This is an optimization exercise on Yosys and OpenROAD, whose aim is small area, a short achievable clock period and few clock cycles per item, not a production implementation. No functional check of the RTL was part of any run shown here. In every run shown here, the design's own scripts or RTL, not TritonCTS, make the clock network. No driver is modelled on the clock port, so clock power and skew are understated where the tree is cut down; a real chip needs a root buffer or a tree. No activity file was given, so power comes from the tool's default toggle rates.

### flow/run.sh
#!/bin/bash
# The standard layout (standard.sh) with these changes:
#  - ports are buffered with buf_2 instead of the slow delay buffer that
#    buffer_ports picks by default;
#  - the resizer may swap cells of different footprints;
#  - flow/cts_flat.tcl replaces ORFS's cts step with a two-level clock tree
#    built by hand: the clock port drives four inverters, which drive eight
#    leaf inverters that drive the registers (every register sees the same
#    two inversions).
# Each step's output goes to its own log here.
set -euo pipefail
here=$(pwd)
export BUFFER_PORTS_ARGS="-buffer_cell sky130_fd_sc_hd__buf_2"
export FLAT_CLK_N1=4 FLAT_CLK_BUF1=sky130_fd_sc_hd__clkinv_4
export FLAT_CLK_N2=8 FLAT_CLK_BUF2=sky130_fd_sc_hd__clkinv_8
sed 's/CLKGATE_MAP_FILE= /CLKGATE_MAP_FILE= MATCH_CELL_FOOTPRINT=0 /' standard.sh > standard_own.sh
grep -q MATCH_CELL_FOOTPRINT=0 standard_own.sh
bash standard_own.sh place > place.log 2>&1
bash standard_own.sh run RUN_SCRIPT="$here/flow/cts_flat.tcl" RUN_LOG_NAME_STEM=4_1_cts > cts.log 2>&1
bash standard_own.sh finish > finish.log 2>&1
### config.mk
export PLATFORM = sky130hd
export DESIGN_NAME = automaton
export DESIGN_NICKNAME = automaton
export VERILOG_FILES = /design/flow/design.v
export SDC_FILE = /design/flow/constraint.sdc
export NUM_CORES = 4
export LEC_CHECK = 0
export ABC_CLOCK_PERIOD_IN_PS = 2500
export CAP_MARGIN = 20
export CORE_MARGIN = 2
export CORE_UTILIZATION = 65
export CTS_BUF_LIST = sky130_fd_sc_hd__clkbuf_4 sky130_fd_sc_hd__clkbuf_8
export CTS_CLUSTER_DIAMETER = 100
export CTS_CLUSTER_SIZE = 30
export SETUP_SLACK_MARGIN = 3.35
export SLEW_MARGIN = 20
### constraint.sdc
create_clock -name core_clock -period 5.0 [get_ports {clk}]
set_input_delay 1.0000 -clock core_clock [delete_from_list [all_inputs] [get_ports {clk}]]
set_output_delay 1.0000 -clock core_clock [all_outputs]
set_load 0.01 [all_outputs]
### flow/cts_flat.tcl
# Clock tree step of the layout, in place of ORFS's cts.tcl: a clock tree of
# one or two levels built by hand. The clock port drives N1 buffers or
# inverters (FLAT_CLK_N1 of FLAT_CLK_BUF1); each drives some of N2 leaf buffers
# or inverters (FLAT_CLK_N2 of FLAT_CLK_BUF2; none for a one-level tree), and
# each leaf drives the registers nearest to it, so every register's clock
# passes through the same number of cells. Groups come from a
# balanced k-means on positions. The rest is as in ORFS's cts.tcl: timing
# repair and detailed placement.
utl::set_metrics_stage "cts__{}"
source $::env(SCRIPTS_DIR)/load.tcl
erase_non_stage_variables cts
load_design 3_place.odb 3_place.sdc

set_dont_use $::env(DONT_USE_CELLS)

set n1 $::env(FLAT_CLK_N1)
set n2 $::env(FLAT_CLK_N2)
set buf1 $::env(FLAT_CLK_BUF1)
set buf2 $::env(FLAT_CLK_BUF2)

set db [ord::get_db]
set block [ord::get_db_block]
set clk_net [[$block findBTerm clk] getNet]

# points: list of {x y}; returns {assignment centers}, at most ceil(n/k) each
proc balanced_kmeans { points k } {
  set n [llength $points]
  set sx 0.0; set sy 0.0
  foreach p $points { set sx [expr {$sx + [lindex $p 0]}]; set sy [expr {$sy + [lindex $p 1]}] }
  set mx [expr {$sx / $n}]; set my [expr {$sy / $n}]
  set byang {}
  foreach p $points {
    lappend byang [list [expr {atan2([lindex $p 1] - $my, [lindex $p 0] - $mx)}] {*}$p]
  }
  set byang [lsort -real -index 0 $byang]
  set cx {}; set cy {}
  for {set j 0} {$j < $k} {incr j} {
    set p [lindex $byang [expr {int(($j + 0.5) * $n / $k)}]]
    lappend cx [lindex $p 1]; lappend cy [lindex $p 2]
  }
  set cap [expr {($n + $k - 1) / $k}]
  for {set iter 0} {$iter < 20} {incr iter} {
    set pairs {}
    set i 0
    foreach p $points {
      for {set j 0} {$j < $k} {incr j} {
        lappend pairs [list [expr {abs([lindex $p 0] - [lindex $cx $j]) + abs([lindex $p 1] - [lindex $cy $j])}] $i $j]
      }
      incr i
    }
    set pairs [lsort -real -index 0 $pairs]
    set assign [lrepeat $n -1]
    set an [lrepeat $k 0]
    foreach q $pairs {
      lassign $q d i j
      if {[lindex $assign $i] >= 0 || [lindex $an $j] >= $cap} { continue }
      lset assign $i $j
      lset an $j [expr {[lindex $an $j] + 1}]
    }
    set ax [lrepeat $k 0.0]; set ay [lrepeat $k 0.0]
    foreach p $points a $assign {
      lset ax $a [expr {[lindex $ax $a] + [lindex $p 0]}]
      lset ay $a [expr {[lindex $ay $a] + [lindex $p 1]}]
    }
    for {set j 0} {$j < $k} {incr j} {
      if {[lindex $an $j] > 0} {
        lset cx $j [expr {[lindex $ax $j] / [lindex $an $j]}]
        lset cy $j [expr {[lindex $ay $j] / [lindex $an $j]}]
      }
    }
  }
  puts "clock tree: group sizes $an"
  return [list $assign $cx $cy]
}

proc add_buffer { name cell x y in_net } {
  set master [[ord::get_db] findMaster $cell]
  set block [ord::get_db_block]
  set inst [odb::dbInst_create $block $master $name]
  set net [odb::dbNet_create $block "${name}_net"]
  $net setSigType CLOCK
  foreach it [$inst getITerms] {
    if {[$it isInputSignal]} { $it connect $in_net }
    if {[$it isOutputSignal]} { $it connect $net }
  }
  $inst setLocation [expr {int($x - [$master getWidth] / 2)}] [expr {int($y - [$master getHeight] / 2)}]
  $inst setPlacementStatus PLACED
  return $net
}

set sinks {}
set pts {}
foreach it [$clk_net getITerms] {
  set bb [[$it getInst] getBBox]
  lappend sinks $it
  lappend pts [list [expr {([$bb xMin] + [$bb xMax]) / 2.0}] [expr {([$bb yMin] + [$bb yMax]) / 2.0}]]
}
puts "clock tree: [llength $sinks] sinks, $n1 x $buf1 over $n2 x $buf2"

if {$n2 > 0} {
  lassign [balanced_kmeans $pts $n2] a2 x2 y2
  set leafpts {}
  for {set j 0} {$j < $n2} {incr j} { lappend leafpts [list [lindex $x2 $j] [lindex $y2 $j]] }
  lassign [balanced_kmeans $leafpts $n1] a1 x1 y1
  set nets1 {}
  for {set j 0} {$j < $n1} {incr j} {
    lappend nets1 [add_buffer "clkbuf_top_$j" $buf1 [lindex $x1 $j] [lindex $y1 $j] $clk_net]
  }
  set nets2 {}
  for {set j 0} {$j < $n2} {incr j} {
    lappend nets2 [add_buffer "clkbuf_leaf_$j" $buf2 [lindex $x2 $j] [lindex $y2 $j] [lindex $nets1 [lindex $a1 $j]]]
  }
} else {
  # one level: the port's buffers drive the registers
  lassign [balanced_kmeans $pts $n1] a2 x2 y2
  set nets2 {}
  for {set j 0} {$j < $n1} {incr j} {
    lappend nets2 [add_buffer "clkbuf_top_$j" $buf1 [lindex $x2 $j] [lindex $y2 $j] $clk_net]
  }
}
foreach it $sinks a $a2 {
  $it disconnect
  $it connect [lindex $nets2 $a]
}
global_connect

set_propagated_clock [all_clocks]

utl::push_metrics_stage "cts__{}__pre_repair_timing"
log_cmd estimate_parasitics -placement
utl::pop_metrics_stage

set_placement_padding -global \
  -left $::env(CELL_PAD_IN_SITES_DETAIL_PLACEMENT) \
  -right $::env(CELL_PAD_IN_SITES_DETAIL_PLACEMENT)
detailed_placement
log_cmd estimate_parasitics -placement

report_clock_skew
report_clock_min_period

repair_timing_helper
detailed_placement
check_placement -verbose

report_metrics 4 "cts final"
orfs_write_db $::env(RESULTS_DIR)/4_1_cts.odb
orfs_write_sdc $::env(RESULTS_DIR)/4_cts.sdc
### design.v
`timescale 1ns / 1ps
module automaton(
    input               clk,
    input               rst,
    input [31:0]        rule,
    output reg [5:0]    row,
    output reg [5:0]    col,
    output reg          world_we,
    input               world_in,
    output reg          world_out,
    output reg          update_done);
localparam P = 9;                
localparam L = 2 * P + 1;        
reg [L-1:0]  sr;                 
reg [63:0]   tb;                 
reg [2:0] cb;
reg [5:0] cc;
reg [2:0] ci;
reg       cs;
reg col0, col62, col63, band0, band7;
reg ci0, ci6, ci7;   
reg rst_q;       
reg rd;          
reg nw;          
reg pend;        
reg wsel2;       
reg active;      
reg ud1;
wire n_band0  = col63 ? band7 : band0;
wire n_nbit   = cs ? (tb[1] & ~n_band0) : sr[P];
wire n_wbit   = (cs ? col63 : col0) ? 1'b0 : sr[2*P-1];
wire c_top    = ci0;
wire c_nbit   = c_top ? (tb[0] & ~band0) : sr[P+1];
wire c_wbit   = col0 ? 1'b0 : sr[2*P];
wire x_nbit   = rd ? n_nbit : c_nbit;
wire x_wbit   = rd ? n_wbit : c_wbit;
reg [7:0] rlk;       
wire e_bit    = sr[0] & ~col63;              
wire s_bit    = sr[P-1] & ~(ci7 & band7);    
wire new_bit  = rlk[{sr[P], e_bit, s_bit}];
wire flag     = active & ~cs & (new_bit ^ sr[P]);
wire pend_n = rd ? flag : (wsel2 & pend);
wire nw_n   = pend_n & (~nw | rd);
wire c_last = band7 & col63 & cs;
wire [5:0] cc_p1  = {cc[5] ^ (&cc[4:0]), cc[4] ^ (&cc[3:0]), cc[3] ^ (&cc[2:0]),
                     cc[2] ^ (&cc[1:0]), cc[1] ^ cc[0], ~cc[0]};
wire [5:0] cc_p2  = {cc[5] ^ (&cc[4:1]), cc[4] ^ (&cc[3:1]), cc[3] ^ (&cc[2:1]),
                     cc[2] ^ cc[1], ~cc[1], cc[0]};
wire [2:0] cb_p1  = {cb[2] ^ (&cb[1:0]), cb[1] ^ cb[0], ~cb[0]};
wire [2:0] cb_p2  = {cb[2] ^ cb[1], ~cb[1], cb[0]};
wire [2:0] ci_p1  = {ci[2] ^ (&ci[1:0]), ci[1] ^ ci[0], ~ci[0]};
wire [2:0] ci_p2  = {ci[2] ^ ci[1], ~ci[1], ci[0]};
wire       rw     = cs | (ci7 & rd);
wire       r_srow = rd ? ci6 : ci7;
wire [2:0] r_idx  = rw ? {2'b00, cs & rd} : (rd ? ci_p2 : ci_p1);
wire [5:0] r_col  = rw ? cc_p2 : cc_p1;
wire       r_cy   = rw ? (col62 | col63) : col63;
wire [2:0] r_band = r_cy ? cb_p1 : cb;
wire [2:0] r_bnd1 = r_cy ? cb_p2 : cb_p1;
wire [5:0] r_row  = r_srow ? {r_bnd1, 3'd0} : {r_band, r_idx};
always @(posedge clk) begin
    rst_q <= rst;
    if (rd) begin
        sr <= {sr[L-2:0], world_in};
        if (cs)
            tb <= {sr[P+1], tb[63:1]};
    end
    rlk <= rule[{x_nbit, x_wbit, 3'b000} +: 8];
    world_out <= ~sr[P+1];
    if (nw) begin
        row <= {cb, ci - 3'd1};
        col <= cc;
    end else begin
        row <= r_row;
        col <= r_col;
    end
    if (rst_q) begin
        cb <= 3'd7; cc <= 6'd62; ci <= 3'd7; cs <= 1'b0;
        col0 <= 1'b0; col62 <= 1'b1; col63 <= 1'b0;
        band0 <= 1'b0; band7 <= 1'b1;
        ci0 <= 1'b0; ci6 <= 1'b0; ci7 <= 1'b1;
        world_we <= 1'b0;
        rd <= 1'b1;
        nw <= 1'b0;
        pend <= 1'b0;
        wsel2 <= 1'b0;
        active <= 1'b0;
        ud1 <= 1'b0;
        update_done <= 1'b0;
    end else begin
        if (rd) begin
            if (cs) begin
                cs <= 1'b0;
                ci0 <= 1'b1;
                cc <= cc_p1;
                col0 <= col63;
                col63 <= col62;
                col62 <= (cc == 6'd61);
                if (col63) begin
                    cb <= cb_p1;
                    band0 <= band7;
                    band7 <= (cb == 3'd6);
                end
            end else begin
                ci <= ci_p1;
                ci0 <= 1'b0;
                ci6 <= (ci == 3'd5);
                ci7 <= ci6;
                if (ci7) cs <= 1'b1;
            end
            wsel2 <= 1'b1;
            if (c_last) active <= 1'b1;
        end else begin
            wsel2 <= 1'b0;
        end
        pend <= pend_n;
        nw <= nw_n;
        ud1 <= rd & c_last & active;
        update_done <= ud1;
        world_we <= nw;
        rd <= ~nw;
    end
end
endmodule
### standard.sh
#!/bin/bash
# synth_recipe.tcl (not shown) runs the flow's synth.tcl, then flattens the netlist and writes it again
# the make line also repeats each setting of config.mk as NAME=value (left out here)
make -C /OpenROAD-flow-scripts/flow DESIGN_CONFIG=/design/flow/config.mk WORK_HOME=/design/flow/orfs CLKGATE_MAP_FILE= SYNTH_SCRIPT=/design/flow/synth_recipe.tcl "${@:-finish}"
==> metrics.yaml, run 1 <==
setup_path:
  crit_arrival_ns: 0.62
  cp_slowest_cell: "dfxtp_1"
  path_buf_inv: 1
  cp.required_ns: 4.00
  timing.rr.end: "nw$_SDFF_PP0_"
  max_stage_delay_ns: 0.32
  r2r-start: "col63$_SDFFE_PP0N_"
  critPathMaxFanout: 1
  worstRegToRegCells: 4
  r2r_setup_slack_ns: 3.39
  endpoint_kind: "primary output"
  startpoint_type: "flop"
  path_delay_family: "flip-flops"
  criticalPathCategory: "reg -> out"
  path_cells: "buf_2"
drt:
  viasPerCell: 5.634
  vias: 2789
  drc: 0
  dr.first_iter.drc_count: 134
  routed_wl_um: 7942
  antenna_left: 0
  wl_per_cell_um: 16.04
  drt-pass1-iter-count: 4
layout:
  regArea_um2: 3521
  mostFrequentLayoutCells: "edfxtp_1, buf_2, dfxtp_1"
  multi_input_area_um2: 1336
  n_antenna_cell: 0
  drive_gt1_share_pct: 22.73
  layout.nets: 444
  layout_commonest_cell: "edfxtp_1"
  num-fill-cells: 464
  areaGrowthSynthToFinish_pct: 11.50
synth:
  syn_inst: 340
  syn_avg_cell_area_um2: 14.59
  synth_ff_type: "edfxtp_1"
  yosysSeqAreaShare_pct: 70.82
  synth_edf_count: 83
  synth.area.top_cells: "edfxtp_1, dfxtp_1, mux2i_1"
  synth_top_area_share_pct: 50.24
  synth_top_area_cell: "edfxtp_1"
  async_flop_share_pct: 0
  yosys.cell_types.count: 48
  synth.ff_latch_count: 134
  synth_nets: 386
  ys_warn_count: 1
  syn_area_um2: 4961
power:
  powerDensity_nw_per_um2: 397.7
  finalPower_mw: 2.200
  cellLeakagePower_nw: 2.214
  seqPwrFrac_pct: 63.4
  p_switching_mw: 0.6274
  ir_worst_vdd_v: 0.0003258
  clkPwrFrac_pct: 20.8
  comb_power_share_pct: 15.8
  internal_power_mw: 1.573
  swShare_pct: 28.52
die:
  die-width_um: 91.37
  start_util_pct: 67.67
  core_area_um2: 7331
  io-pin-count: 50
  rows: 31
  die-area_um2: 8348
  die_y_um: 91.37
global_routing:
  grt_usage_pct: 18.35
  gr-total-overflow: 0
  grt_max_degree: 40
  grt_pass1_vias: 2604
  grt_pass1_wl_um: 12440
  antenna_found_initial: 0
hold_path:
  min_from: "tb[31]$_DFFE_PN_"
  min_path_cells: 0
  min_delay_worst_endpoint: "tb[30]$_DFFE_PN_"
  worst_hold_path_type: "reg -> reg"
clock_tree:
  clk_latency_ns: 0.18
  clk_pin_slew_ns: 0.07
  postCtsHoldBufs: 0
sta:
  setup_tns_ns: 0
  max_slew.worst_pin.slew_ns: 0.5486
  clock-skew-final_ns: 0.02298
  fin_crit_ns: 1.616
  slew_viol_final: 0
  min_period_over_period_pct: 32.32
  fmax_ghz: 0.6188
  report.final.hold_viol_count: 0
  slew_headroom_pct: 63.39
  setup_viol: 0
  rsz0062_at_grt: "yes"
run:
  max_cap_viol_count: 0
outcome:
  status: "timing/DRC/antenna clean"
placed_design:
  dpl.hpwl_um: 4908
  io_buffers: 49
  place.gp.congestion: 0.7811
-- what timing repair did --
item / 4_1_cts / 5_1_grt
gates cloned: 0 / 1
setup buffers: 1 / 4
resized for setup: 14 / 3
endpoints found under the setup margin: 91 / 50
pin swaps: 0 / 1
hold endpoints to repair: 0 / 0
-- logic make-up after synthesis --
kind of cell    synth area share [%]
mux                            8.020
xor+xnor                       1.236
compound gates                 6.835
simple gates                   7.415
buf+inv                        2.900
fa+ha+maj                      2.774
flops                          70.82
-- Yosys cell counts (5+ instances only) --
| library cell | count |
|---|---|
| edfxtp_1 | 83 |
| dfxtp_1 | 51 |
| mux2i_1 | 33 |
| nand2_1 | 27 |
| a21oi_1 | 18 |
| o21ai_0 | 15 |
| nor2_1 | 12 |
| ha_1 | 11 |
| inv_1 | 11 |
| nand3_1 | 10 |
| and3_1 | 5 |
| clkbuf_1 | 5 |
-- layout make-up --
cell class              instances  area share (%)
repair buffers                 55           5.768
inverters                      24           4.026
repair inverters                1          0.1583
flip-flops and latches        134           63.65
well taps                      99           2.239
multi-input cells             182           24.16
-- how the worst max path moves through the flow --
stage / depth (start not counted) / endpoint / slack (ns) / startpoint
after floorplan: 6 / active$_SDFFE_PP0N_ / 3.43 / rd$_SDFF_PP1_
after global placement: 3 / tb[57]$_DFFE_PN_ / 2.70 / rd$_SDFF_PP1_
after detailed placement: 3 / tb[39]$_DFFE_PN_ / 2.63 / rd$_SDFF_PP1_
after CTS: 4 / nw$_SDFF_PP0_ / 3.37 / col63$_SDFFE_PP0N_
after global routing: 4 / pend$_SDFF_PP0_ / 3.32 / rd$_SDFF_PP1_
final: 1 / update_done / 3.38 / update_done$_SDFF_PP0_
-- power groups by stage --
stage | clock [mW] | combinational (mW) | sequential [mW]
3_5_place_dp | 0 | 0.325 | 1.42
4_1_cts | 0.474 | 0.332 | 1.39
6_report | 0.457 | 0.348 | 1.39
3_3_place_gp | 0 | 0.315 | 1.41
5_1_grt | 0.507 | 0.388 | 1.41
2_1_floorplan | 0 | 0.239 | 1.41
-- sequential cells by signal (all words and copies together), names as in the netlist, 3 cells and up --
signal / flops
rlk: 8
col: 6
sr: 19
tb: 64
row: 6
ci: 3
cc: 6
cb: 3
-- metrics by stage --
step / instances / instance area (um^2) / utilization, % / setup slack [ns] / hold WS, ns
finish: 495 / 5532 / 75.46 / 3.384 / 0.3946
global route: 495 / 5532 / 75.46 / 3.321 / 0.4067
detailed placement: 477 / 5243 / 71.51 / 2.626 / 0.4045
global placement: 477 / 5243 / 71.51 / 2.697 / 0.4010
floorplan: 340 / 4980 / - / 3.433 / 0.4003
-- routing by layer --
| metal | GRT usage, % | up-vias | share of wire, % |
|---|---|---|---|
| met4 | 3.914 | 0 | 2.2 |
| met1 | 27.23 | 1338 | 46 |
| li1 | - | 1358 | - |
| met5 | 0 | - | 0 |
| met2 | 30.19 | 76 | 47 |
| met3 | 1.494 | 17 | 4.4 |
==> run 2: changes to the inputs <==
--- a/config.mk
+++ b/config.mk
@@ -5,7 +5,7 @@
 export SDC_FILE = /design/flow/constraint.sdc
 export NUM_CORES = 4
 export LEC_CHECK = 0
-export ABC_CLOCK_PERIOD_IN_PS = 2500
+export ABC_CLOCK_PERIOD_IN_PS = 1200
 export CAP_MARGIN = 20
 export CORE_MARGIN = 2
 export CORE_UTILIZATION = 65
==> metrics.yaml, run 2 <==
outcome:
  status: "timing/DRC/antenna clean"
setup_path:
  cp_slowest_cell: "dfxtp_1"
  max_stage_delay_ns: 0.32  # about the same
  crit_arrival_ns: 0.62  # about the same
  cp.required_ns: 4.00  # about the same
  criticalPathCategory: "reg -> out"
  crit_cells: 1  # unchanged
  endpoint_kind: "primary output"
  path_buf_inv: 1  # unchanged
  startpoint_type: "flop"
  path_delay_family: "flip-flops"
  path_cells: "buf_2"
  worstRegToRegCells: 4  # unchanged
  critPathMaxFanout: 1  # unchanged
drt:
  viasPerCell: 5.634  # unchanged
  wl_per_cell_um: 16.04  # unchanged
  dr.first_iter.drc_count: 134  # unchanged
  drt-pass1-iter-count: 4  # unchanged
  vias: 2789  # unchanged
  routed_wl_um: 7942  # unchanged
  drc: 0  # unchanged
  antenna_left: 0  # unchanged
power:
  seqPwrFrac_pct: 63.4  # about the same
  p_switching_mw: 0.6274  # unchanged
  cellLeakagePower_nw: 2.214  # unchanged
  comb_power_share_pct: 15.8  # about the same
  swShare_pct: 28.52  # unchanged
  ir_worst_vdd_v: 0.0003258  # unchanged
  finalPower_mw: 2.200  # unchanged
  internal_power_mw: 1.573  # unchanged
  clkPwrFrac_pct: 20.8  # about the same
  powerDensity_nw_per_um2: 397.7  # unchanged
layout:
  fin_cells: 495  # unchanged
  largest_reg_flops: 64  # unchanged
  reg.largest.list: "tb x64, sr x19, rlk x8"
  layout_commonest_cell: "edfxtp_1"
  drive_gt1_share_pct: 22.73  # unchanged
  layout.nets: 444  # unchanged
  num-fill-cells: 464  # unchanged
  final_util_pct: 75.46  # unchanged
  areaGrowthSynthToFinish_pct: 11.50  # unchanged
  n_antenna_cell: 0  # unchanged
  regMostFlops: "tb"
  mostFrequentLayoutCells: "edfxtp_1, buf_2, dfxtp_1"
  final_area_um2: 5532  # unchanged
global_routing:
  grt_pass1_vias: 2604  # unchanged
  grtUsageMet3_pct: 1.494  # unchanged
  top_usage_layer: "met2"
  antenna_found_initial: 0  # unchanged
  gr-total-overflow: 0  # unchanged
  gr-usage-met1_pct: 27.23  # unchanged
  grt_use_met2_pct: 30.19  # unchanged
  grt_max_degree: 40  # unchanged
  grt_usage_pct: 18.35  # unchanged
  grt_pass1_wl_um: 12440  # unchanged
synth:
  async_flop_share_pct: 0  # unchanged
  yosysSeqAreaShare_pct: 70.82  # unchanged
  ys_warn_count: 1  # unchanged
  synth_most_common_cell: "edfxtp_1"
  synth_nets: 386  # unchanged
  ys_top_cells_by_count: "edfxtp_1, dfxtp_1, mux2i_1, nand2_1, a21oi_1"
  synth.area.top_cells: "edfxtp_1, dfxtp_1, mux2i_1"
  synth_edf_count: 83  # unchanged
  synth_top_area_share_pct: 50.24  # unchanged
  syn_inst: 340  # unchanged
  synth_ff_type: "edfxtp_1"
  syn_avg_cell_area_um2: 14.59  # unchanged
  yosys.cell_types.count: 48  # unchanged
  syn_area_um2: 4961  # unchanged
  synth_top_area_cell: "edfxtp_1"
  synth.ff_latch_count: 134  # unchanged
sta:
  setup_tns_ns: 0  # unchanged
  fin_hold_ws_ns: 0.3946  # unchanged
  setup_viol: 0  # unchanged
  fmax_ghz: 0.6188  # unchanged
  report.final.hold_viol_count: 0  # unchanged
  fin_crit_ns: 1.616  # unchanged
  slew_viol_final: 0  # unchanged
  max_slew.worst_pin.slew_ns: 0.5486  # unchanged
  clock-skew-final_ns: 0.02298  # unchanged
  setup_ws_ns: 3.384  # unchanged
  slew_headroom_pct: 63.39  # unchanged
  min_period_over_period_pct: 32.32  # unchanged
  rsz0062_at_grt: "yes"
placed_design:
  io_buffers: 49  # unchanged
  postPlaceCellArea_um2: 5243  # unchanged
  place.gp.congestion: 0.7811  # unchanged
  dpl.hpwl_um: 4908  # unchanged
  place_ws_ns: 2.626  # unchanged
  dpl.cell_count: 477  # unchanged
clock_tree:
  clk_latency_ns: 0.18  # about the same
  postCtsHoldBufs: 0  # unchanged
  clk_pin_slew_ns: 0.07  # about the same
die:
  rows: 31  # unchanged
  die_y_um: 91.37  # unchanged
  core_area_um2: 7331  # unchanged
  io-pin-count: 50  # unchanged
  die-width_um: 91.37  # unchanged
  start_util_pct: 67.67  # unchanged
  die-area_um2: 8348  # unchanged
hold_path:
  min_path_cells: 0  # unchanged
  worst_hold_path_type: "reg -> reg"
run:
  max_cap_viol_count: 0  # unchanged
[run 2: cell type report]
cell class              count  area [um^2]  area share (%)
inverters                  24        222.7           4.026
multi-input cells         182         1336           24.16
flip-flops and latches    134         3521           63.65
well taps                  99        123.9           2.239
repair buffers             55        319.1           5.768
repair inverters            1        8.758          0.1583
[run 2: layer usage]
metal / wire length (um) / share of wire, %
met3: 353 / 4.4
met2: 3736 / 47
met5: 0 / 0
met4: 171 / 2.2
met1: 3680 / 46
[run 2: timing repair]
action	in CTS	in global routing
pin swaps	0	1
gates resized for setup	14	3
cloned	0	1
endpoints found under the hold margin	0	0
setup buffers	1	4
setup endpoints to repair	91	50
[run 2: cells by family after synthesis]
| family | count (synthesis) | synth area share, % |
|---|---|---|
| compound gates | 52 | 6.835 |
| mux | 37 | 8.020 |
| xor+xnor | 7 | 1.236 |
| flops | 134 | 70.82 |
| buf+inv | 24 | 2.900 |
| fa+ha+maj | 11 | 2.774 |
| simple gates | 75 | 7.415 |
[run 2: path summary, 6_finish.rpt]
check,startpoint,end,slack (ns)
max,update_done$_SDFF_PP0_,update_done,3.38
min,tb[31]$_DFFE_PN_,tb[30]$_DFFE_PN_,0.39
max reg2reg,col63$_SDFFE_PP0N_,nw$_SDFF_PP0_,3.39
min reg2reg,tb[31]$_DFFE_PN_,tb[30]$_DFFE_PN_,0.39
[run 2: power by group through the flow]
stage	combinational (mW)	clock [mW]	sequential [mW]
5_1_grt	0.388	0.507	1.41
6_report	0.348	0.457	1.39
2_1_floorplan	0.239	0	1.41
3_5_place_dp	0.325	0	1.42
3_3_place_gp	0.315	0	1.41
4_1_cts	0.332	0.474	1.39

afterwards: timing with drivers on the ports:
Ports are ideal in the flow. The routed layouts listed here were re-timed in OpenROAD. Step 1 sets driving cells, clkbuf_16 on the clock port and buf_2 on the other inputs (assumed; they add their load-dependent delay and slew). Step 2 also shifts input and output timing later by t, the mid clock arrival at the registers, as if the neighbouring blocks saw the same clock. Three values: no drivers, after step 1, after step 2; two values: the first two.
run | shift t [ns] | slack for setup (ns) | latest minus earliest clock arrival (ns) | worst slew at a driven data input, ns
run 1 | 0.257 | 3.384 / 3.297 / 3.385 | 0.024 / 0.024 | 0.03
run 2 | 0.257 | 3.384 / 3.297 / 3.385 | 0.024 / 0.024 | 0.03
After both steps every run listed still meets setup and hold.
